This is an optimization exercise on Yosys and OpenROAD, whose aim is small area, a short achievable clock period and few clock cycles per item, not a production implementation.
RTL that was checked went through simulation tests only; none was proved equivalent to the original.

## pipelined
module pipelined(
    input  wire              clk,
    input  wire              rst,
    input  wire              in_valid,
    output wire              in_ready,
    input  wire signed [15:0] a,
    input  wire signed [15:0] b,
    input  wire signed [15:0] c,
    input  wire signed [15:0] d,
    input  wire signed [15:0] e,
    output reg               out_valid,
    input  wire              out_ready,
    output wire signed [31:0] y
);
Size: about 250 flip-flops, roughly 120 I/O pins, roughly 0.020 sq mm of cells after synthesis.
export LEC_CHECK = 0
export ABC_AREA = 1
export CAP_MARGIN = 20
export CORE_MARGIN = 2
export CORE_UTILIZATION = 40
export SETUP_SLACK_MARGIN = 4.2
export SLEW_MARGIN = 20
create_clock -name core_clock -period 8.0 [get_ports {clk}]
standard.sh (not shown) runs the stock make flow with config.mk's settings and CLKGATE_MAP_FILE= SYNTH_SCRIPT=/design/flow/synth_recipe.tcl, a recipe that flattens the netlist after the stock synthesis.
==> flow/flow/run.sh <==
#!/bin/bash
# The standard ORFS layout with two changes:
#  - Yosys's "synth" runs with -noabc. Otherwise the quick ABC pass before full-adder extraction
#    changes the adder tree's polarity, and extract_fa then puts inverters between the fa cells.
#    Registers, their names and their cell types stay as the standard synthesis makes them.
#  - Port buffers are buf_1 rather than the default buffer cell. Every port still gets a buffer.
# The tools' full output goes to standard.log in the work folder; ORFS also keeps per-step logs
# under orfs/logs/.
set -euo pipefail
sed 's/yosys synth -nofsm -noshare {\*}\$args/yosys synth -nofsm -noshare -noabc {*}$args/' synth_recipe.tcl > flow/noabc_synth.tcl
grep -q -- '-noabc' flow/noabc_synth.tcl
sed "s#SYNTH_SCRIPT=[^ ]*#SYNTH_SCRIPT=$PWD/flow/noabc_synth.tcl#" standard.sh > flow/standard_noabc.sh
grep -q noabc_synth flow/standard_noabc.sh
bash flow/standard_noabc.sh "BUFFER_PORTS_ARGS=-buffer_cell sky130_fd_sc_hd__buf_1" finish > standard.log 2>&1
The baseline completed with no timing, DRC or antenna violations.
Testbench counts at the start, summed over its fixed seeds: cycles 32,024, items 32,000.
==> next run, changes <==
==> flow/flow/run.sh (replaced) <==
#!/bin/bash
# Standard ORFS layout, except that Yosys's "synth" runs with -noabc, so the quick
# ABC pass before full-adder extraction does not scramble the adder tree's polarity.
set -euo pipefail
sed 's/yosys synth -nofsm -noshare {\*}\$args/yosys synth -nofsm -noshare -noabc {*}$args/' synth_recipe.tcl > flow/noabc_synth.tcl
grep -q -- '-noabc' flow/noabc_synth.tcl
sed "s#SYNTH_SCRIPT=[^ ]*#SYNTH_SCRIPT=$PWD/flow/noabc_synth.tcl#" standard.sh > flow/standard_noabc.sh
grep -q noabc_synth flow/standard_noabc.sh
bash flow/standard_noabc.sh "BUFFER_PORTS_ARGS=-buffer_cell sky130_fd_sc_hd__buf_1" finish > standard.log 2>&1
==> flow/flow/noabc_synth.tcl (new file) <==
proc synth {args} { yosys synth -nofsm -noshare -noabc {*}$args }
source $::env(SCRIPTS_DIR)/synth.tcl
# left out here: clear keep_hierarchy, flatten, clean up, hide names made inside functions, write 1_2_yosys.v
==> flow/flow/standard_noabc.sh (new file) <==
#!/bin/bash
# The standard flow's own layout of this design, on the ORFS make targets given (by default finish). After
# finish it leaves the final layout's DEF at /design/flow/out/final.def.
set -euo pipefail
make -C /OpenROAD-flow-scripts/flow DESIGN_CONFIG=/design/flow/config.mk WORK_HOME=/design/flow/orfs CLKGATE_MAP_FILE= SYNTH_SCRIPT=/design/flow/flow/noabc_synth.tcl ABC_AREA=1 CAP_MARGIN=20 CORE_MARGIN=2 CORE_UTILIZATION=60 PLACE_DENSITY=0.75 SETUP_SLACK_MARGIN=4.2 SLEW_MARGIN=20 "${@:-finish}"
if [[ -f /design/flow/orfs/results/sky130hd/pipelined/base/6_final.odb ]]; then
  : # left out here: write the final layout as DEF
fi
CORE_UTILIZATION = 60   (was 40)
PLACE_DENSITY = 0.75   (was unset)
Outcome: Worst hold slack barely changes; non-clock buffer count rises by 5; cell area is lower by 0.68%; setup slack degrades by 0.028 ns; first-iteration DRC count came out higher by 22%; die area falls by 33%.
==> next run, changes <==
==> flow/flow/standard_noabc.sh (replaced) <==
#!/bin/bash
# The standard flow's own layout of this design, on the ORFS make targets given (by default finish). After
# finish it leaves the final layout's DEF at /design/flow/out/final.def.
set -euo pipefail
make -C /OpenROAD-flow-scripts/flow DESIGN_CONFIG=/design/flow/config.mk WORK_HOME=/design/flow/orfs CLKGATE_MAP_FILE= SYNTH_SCRIPT=/design/flow/flow/noabc_synth.tcl ABC_AREA=1 CAP_MARGIN=20 CORE_MARGIN=2 CORE_UTILIZATION=40 CTS_CLUSTER_SIZE=30 SETUP_SLACK_MARGIN=4.2 SLEW_MARGIN=20 "${@:-finish}"
if [[ -f /design/flow/orfs/results/sky130hd/pipelined/base/6_final.odb ]]; then
  : # left out here: write the final layout as DEF
fi
CORE_UTILIZATION = 40   (was 60)
CTS_CLUSTER_SIZE = 30   (was unset)
PLACE_DENSITY = unset   (was 0.75)
Outcome: Clock-buffer cell count does not change; die area climbs by well over a third; routed wire length climbs by a few percent.
==> next run, changes <==
==> flow/flow/standard_noabc.sh (replaced) <==
#!/bin/bash
# The standard flow's own layout of this design, on the ORFS make targets given (by default finish). After
# finish it leaves the final layout's DEF at /design/flow/out/final.def.
set -euo pipefail
make -C /OpenROAD-flow-scripts/flow DESIGN_CONFIG=/design/flow/config.mk WORK_HOME=/design/flow/orfs CLKGATE_MAP_FILE= SYNTH_SCRIPT=/design/flow/flow/noabc_synth.tcl ABC_AREA=0 CAP_MARGIN=20 CORE_MARGIN=2 CORE_UTILIZATION=40 SETUP_SLACK_MARGIN=4.2 SLEW_MARGIN=20 "${@:-finish}"
if [[ -f /design/flow/orfs/results/sky130hd/pipelined/base/6_final.odb ]]; then
  : # left out here: write the final layout as DEF
fi
ABC_AREA = 0   (was 1)
CTS_CLUSTER_SIZE = unset   (was 30)
Clock skew fell by 0.0056 ns; final area hardly moves; via count decreases by 4.6%; routed wire length hardly moves; area after synthesis falls by 2.0%; clock-buffer cell count goes up by 5.


## red
Another version of the RTL of pipelined (not shown whole).
For scale: ~250 flip-flops, roughly 120 I/O pins, about 0.020 mm2 of cells after synthesis.
==> flow/config.mk <==
export PLATFORM = sky130hd
export DESIGN_NAME = pipelined
export DESIGN_NICKNAME = pipelined
export VERILOG_FILES = /design/flow/design.v
export SDC_FILE = /design/flow/constraint.sdc
export NUM_CORES = 4
export LEC_CHECK = 0
export ABC_AREA = 1
export CAP_MARGIN = 20
export CORE_MARGIN = 2
export CORE_UTILIZATION = 40
export SETUP_SLACK_MARGIN = 4.5
export SLEW_MARGIN = 20
==> flow/constraint.sdc <==
create_clock -name core_clock -period 8.0 [get_ports {clk}]
set_input_delay 1.6000 -clock core_clock [delete_from_list [all_inputs] [get_ports {clk}]]
set_output_delay 1.6000 -clock core_clock [all_outputs]
set_load 0.01 [all_outputs]
==> flow/flow/run.sh <==
#!/bin/bash
# Standard ORFS layout, except that Yosys's "synth" runs with -noabc, so the quick
# ABC pass before full-adder extraction does not scramble the adder tree's polarity.
set -euo pipefail
sed 's/yosys synth -nofsm -noshare {\*}\$args/yosys synth -nofsm -noshare -noabc {*}$args/' synth_recipe.tcl > flow/noabc_synth.tcl
grep -q -- '-noabc' flow/noabc_synth.tcl
sed "s#SYNTH_SCRIPT=[^ ]*#SYNTH_SCRIPT=$PWD/flow/noabc_synth.tcl#" standard.sh > flow/standard_noabc.sh
grep -q noabc_synth flow/standard_noabc.sh
bash flow/standard_noabc.sh > standard.log 2>&1
==> flow/flow/noabc_synth.tcl <==
proc synth {args} { yosys synth -nofsm -noshare -noabc {*}$args }
source $::env(SCRIPTS_DIR)/synth.tcl
# left out here: clear keep_hierarchy, flatten, clean up, hide names made inside functions, write 1_2_yosys.v
==> flow/flow/standard_noabc.sh <==
#!/bin/bash
# The standard flow's own layout of this design, on the ORFS make targets given (by default finish). After
# finish it leaves the final layout's DEF at /design/flow/out/final.def.
set -euo pipefail
make -C /OpenROAD-flow-scripts/flow DESIGN_CONFIG=/design/flow/config.mk WORK_HOME=/design/flow/orfs CLKGATE_MAP_FILE= SYNTH_SCRIPT=/design/flow/flow/noabc_synth.tcl ABC_AREA=1 CAP_MARGIN=20 CORE_MARGIN=2 CORE_UTILIZATION=40 SETUP_SLACK_MARGIN=4.5 SLEW_MARGIN=20 "${@:-finish}"
if [[ -f /design/flow/orfs/results/sky130hd/pipelined/base/6_final.odb ]]; then
  : # left out here: write the final layout as DEF
fi
diff inputs: red => blue
==> flow/flow/standard_noabc.sh <==
#!/bin/bash
# The standard flow's own layout of this design, on the ORFS make targets given (by default finish). After
# finish it leaves the final layout's DEF at /design/flow/out/final.def.
set -euo pipefail
make -C /OpenROAD-flow-scripts/flow DESIGN_CONFIG=/design/flow/config.mk WORK_HOME=/design/flow/orfs CLKGATE_MAP_FILE= SYNTH_SCRIPT=/design/flow/flow/noabc_synth.tcl ABC_AREA=1 CAP_MARGIN=20 CORE_MARGIN=2 CORE_UTILIZATION=40 SETUP_SLACK_MARGIN=4.9 SLEW_MARGIN=20 "${@:-finish}"
if [[ -f /design/flow/orfs/results/sky130hd/pipelined/base/6_final.odb ]]; then
  : # left out here: write the final layout as DEF
fi
diff --git a/flow/config.mk b/flow/config.mk
--- a/flow/config.mk
+++ b/flow/config.mk
@@ -11,3 +11,3 @@
 export CORE_UTILIZATION = 40
-export SETUP_SLACK_MARGIN = 4.5
+export SETUP_SLACK_MARGIN = 4.9
 export SLEW_MARGIN = 20
Notes after the runs:
First-iteration DRC count: red vs blue, no meaningful difference. Ratio of cells with drive above 1 in the final layout is higher on blue. In blue, the amount of wire on met3 after detailed routing came out 580 um below the value in red. Going from red to blue, the fraction of area in non-clock buffers was found to have gone up by 2.2 points. Depth of the most critical reg-to-reg path: blue > red. blue can be clocked faster than red. blue vs red, number of instances resized during post-cts repair went up by 293. Slowest stage cell on the critical path = sky130_fd_sc_hd__fa_2: blue; slowest stage cell on the critical path = sky130_fd_sc_hd__fa_1: red.
Changes in green relative to blue:
diff --git a/flow/flow/run.sh b/flow/flow/run.sh
--- a/flow/flow/run.sh
+++ b/flow/flow/run.sh
@@ -8,2 +8,2 @@
 grep -q noabc_synth flow/standard_noabc.sh
-bash flow/standard_noabc.sh > standard.log 2>&1
+bash flow/standard_noabc.sh "BUFFER_PORTS_ARGS=-buffer_cell sky130_fd_sc_hd__buf_1" finish > standard.log 2>&1
==> flow/flow/standard_noabc.sh <==
#!/bin/bash
# The standard flow's own layout of this design, on the ORFS make targets given (by default finish). After
# finish it leaves the final layout's DEF at /design/flow/out/final.def.
set -euo pipefail
make -C /OpenROAD-flow-scripts/flow DESIGN_CONFIG=/design/flow/config.mk WORK_HOME=/design/flow/orfs CLKGATE_MAP_FILE= SYNTH_SCRIPT=/design/flow/flow/noabc_synth.tcl ABC_AREA=0 CAP_MARGIN=20 CORE_MARGIN=2 CORE_UTILIZATION=40 SETUP_SLACK_MARGIN=4.2 SLEW_MARGIN=20 "${@:-finish}"
if [[ -f /design/flow/orfs/results/sky130hd/pipelined/base/6_final.odb ]]; then
  : # left out here: write the final layout as DEF
fi
diff --git a/flow/config.mk b/flow/config.mk
--- a/flow/config.mk
+++ b/flow/config.mk
@@ -7,3 +7,3 @@
 export LEC_CHECK = 0
-export ABC_AREA = 1
+export ABC_AREA = 0
 export CAP_MARGIN = 20
@@ -11,3 +11,3 @@
 export CORE_UTILIZATION = 40
-export SETUP_SLACK_MARGIN = 4.9
+export SETUP_SLACK_MARGIN = 4.2
 export SLEW_MARGIN = 20
Findings:
The post-synthesis mux area share on blue is in line with that on green. Comparing die extent in y for green and blue, the bigger number came from blue. Looking at basic-gate share of the synthesized area counting and, or, nand and nor cells, green sits 4.5 points below blue. Of the two values seen for capture point of the critical path, m18_3 was produced by blue and Y[30] by green. Max transition time at the pin with the least slew margin across green and blue: green. Re number of standard cells in the layout, taps in and fillers out: green and blue aren't equal, and the higher value belongs to blue. Clock network contribution to total cell area, green and blue: higher on green. Area of all placed cells without fillers on green is ahead of blue. Adder-cell share of the synthesized area, green and blue: larger value in green. Die span in x ended up 1.2 um lower on green than on blue.
No run of this note included a check of the RTL's function; only the layout flow was run.


Setup of v40:
pipelined with an RTL version that a note above also has.
Size in the first run: about 250 flip-flops.
export LEC_CHECK = 0
export ABC_AREA = 1
export CAP_MARGIN = 20
export CORE_MARGIN = 2
export CORE_UTILIZATION = 40
export SETUP_SLACK_MARGIN = 4.2
export SLEW_MARGIN = 20
export TNS_END_PERCENT = 30
create_clock -name core_clock -period 8.0 [get_ports {clk}]
==> flow/flow/run.sh <==
#!/bin/bash
# Standard ORFS layout, except that Yosys's "synth" runs with -noabc, so the quick
# ABC pass before full-adder extraction does not scramble the adder tree's polarity.
set -euo pipefail
sed 's/yosys synth -nofsm -noshare {\*}\$args/yosys synth -nofsm -noshare -noabc {*}$args/' synth_recipe.tcl > flow/noabc_synth.tcl
grep -q -- '-noabc' flow/noabc_synth.tcl
sed "s#SYNTH_SCRIPT=[^ ]*#SYNTH_SCRIPT=$PWD/flow/noabc_synth.tcl#" standard.sh > flow/standard_noabc.sh
grep -q noabc_synth flow/standard_noabc.sh
bash flow/standard_noabc.sh "BUFFER_PORTS_ARGS=-buffer_cell sky130_fd_sc_hd__buf_1" finish > standard.log 2>&1
==> flow/flow/standard_noabc.sh <==
#!/bin/bash
# The standard flow's own layout of this design, on the ORFS make targets given (by default finish). After
# finish it leaves the final layout's DEF at /design/flow/out/final.def.
set -euo pipefail
make -C /OpenROAD-flow-scripts/flow DESIGN_CONFIG=/design/flow/config.mk WORK_HOME=/design/flow/orfs CLKGATE_MAP_FILE= SYNTH_SCRIPT=/design/flow/flow/noabc_synth.tcl ABC_AREA=1 CAP_MARGIN=20 CORE_MARGIN=2 CORE_UTILIZATION=40 SETUP_SLACK_MARGIN=4.2 SLEW_MARGIN=20 TNS_END_PERCENT=30 "${@:-finish}"
if [[ -f /design/flow/orfs/results/sky130hd/pipelined/base/6_final.odb ]]; then
  : # left out here: write the final layout as DEF
fi
Scripts as last shown in full above: flow/flow/noabc_synth.tcl
Testbench counts of v40, summed over its fixed seeds: cycles 32,024, items 32,000.
Input changes introduced in v50 (baseline for comparison: v40):
- TNS_END_PERCENT removed (was 30)
- GPL_TIMING_DRIVEN newly set to 0
==> flow/flow/standard_noabc.sh <==
#!/bin/bash
# The standard flow's own layout of this design, on the ORFS make targets given (by default finish). After
# finish it leaves the final layout's DEF at /design/flow/out/final.def.
set -euo pipefail
make -C /OpenROAD-flow-scripts/flow DESIGN_CONFIG=/design/flow/config.mk WORK_HOME=/design/flow/orfs CLKGATE_MAP_FILE= SYNTH_SCRIPT=/design/flow/flow/noabc_synth.tcl ABC_AREA=1 CAP_MARGIN=20 CORE_MARGIN=2 CORE_UTILIZATION=40 GPL_TIMING_DRIVEN=0 SETUP_SLACK_MARGIN=4.2 SLEW_MARGIN=20 "${@:-finish}"
if [[ -f /design/flow/orfs/results/sky130hd/pipelined/base/6_final.odb ]]; then
  : # left out here: write the final layout as DEF
fi
Findings:
- Looking at routed wire length across both flows, v50 is the weaker of the two, with v40 ahead.
- Compared to v40, v50 has first-iteration DRC count 23% lower.
- v50 gives more post-CTS repair timing setup buffer count than v40 did.
What v2 does differently from v50 at the input level:
- CTS_CLUSTER_DIAMETER: unset -> 80
- CTS_CLUSTER_SIZE: unset -> 40
- GPL_TIMING_DRIVEN: 0 -> unset
==> flow/flow/standard_noabc.sh <==
#!/bin/bash
# The standard flow's own layout of this design, on the ORFS make targets given (by default finish). After
# finish it leaves the final layout's DEF at /design/flow/out/final.def.
set -euo pipefail
make -C /OpenROAD-flow-scripts/flow DESIGN_CONFIG=/design/flow/config.mk WORK_HOME=/design/flow/orfs CLKGATE_MAP_FILE= SYNTH_SCRIPT=/design/flow/flow/noabc_synth.tcl ABC_AREA=1 CAP_MARGIN=20 CORE_MARGIN=2 CORE_UTILIZATION=40 CTS_CLUSTER_DIAMETER=80 CTS_CLUSTER_SIZE=40 SETUP_SLACK_MARGIN=4.2 SLEW_MARGIN=20 "${@:-finish}"
if [[ -f /design/flow/orfs/results/sky130hd/pipelined/base/6_final.odb ]]; then
  : # left out here: write the final layout as DEF
fi
Findings:
For v50, the worst setup path startpoint was yonen[6], unlike v2, where it was xneg[0].
Relative to v50, global-route track usage on met2 has decreased by 5.7 points in v2.
Setup changes, v2 to v37
- removing CTS_CLUSTER_DIAMETER (formerly 80)
- removing CTS_CLUSTER_SIZE (formerly 40)
removed: flow/flow/noabc_synth.tcl
removed: flow/flow/standard_noabc.sh
--- outcome ---
Register-to-register slack: v37 vs v2, no meaningful difference
Per the comparison of v37 with v2, sequential cell area share went down 0.19 points; global-route usage held steady.

re-timing with driven ports:
Ports are ideal in the flow. The routed layouts listed here were re-timed in OpenROAD. Step 1 sets driving cells, clkbuf_16 on the clock port and buf_2 on the other inputs (assumed; they add their load-dependent delay and slew). Step 2, shift: input delay + t, output delay - t, t = (earliest + latest rising clock arrival at the registers) / 2. This alone moves slack from input paths to output paths. a / b / c = no drivers / after step 1 / after step 2; a / b = the first two.
run | shift t [ns] | slack for setup (ns) | worst hold slack (ns)
the first run of note 1 | 0.618 | 4.304 / 4.304 / 4.304 | 0.449 / 0.449 / 0.449
the second run of note 1 | 0.625 | 4.276 / 4.276 / 4.276 | 0.450 / 0.450 / 0.450
the third run of note 1 | 0.618 | 4.304 / 4.304 / 4.304 | 0.449 / 0.449 / 0.449
the fourth run of note 1 | 0.611 | 4.302 / 4.302 / 4.302 | 0.459 / 0.459 / 0.459
red | 0.642 | 4.517 / 4.517 / 4.517 | 0.449 / 0.449 / 0.449
blue | 0.643 | 4.691 / 4.691 / 4.691 | 0.448 / 0.448 / 0.448
green | 0.615 | 4.217 / 4.217 / 4.217 | 0.453 / 0.453 / 0.453
v40 | 0.618 | 4.304 / 4.304 / 4.304 | 0.449 / 0.449 / 0.449
v50 | 0.623 | 4.246 / 4.246 / 4.246 | 0.451 / 0.451 / 0.451
v2 | 0.601 | 4.302 / 4.302 / 4.302 | 0.454 / 0.454 / 0.454
v37 | 0.618 | 4.304 / 4.304 / 4.304 | 0.449 / 0.449 / 0.449
After both steps every run listed still meets setup and hold.
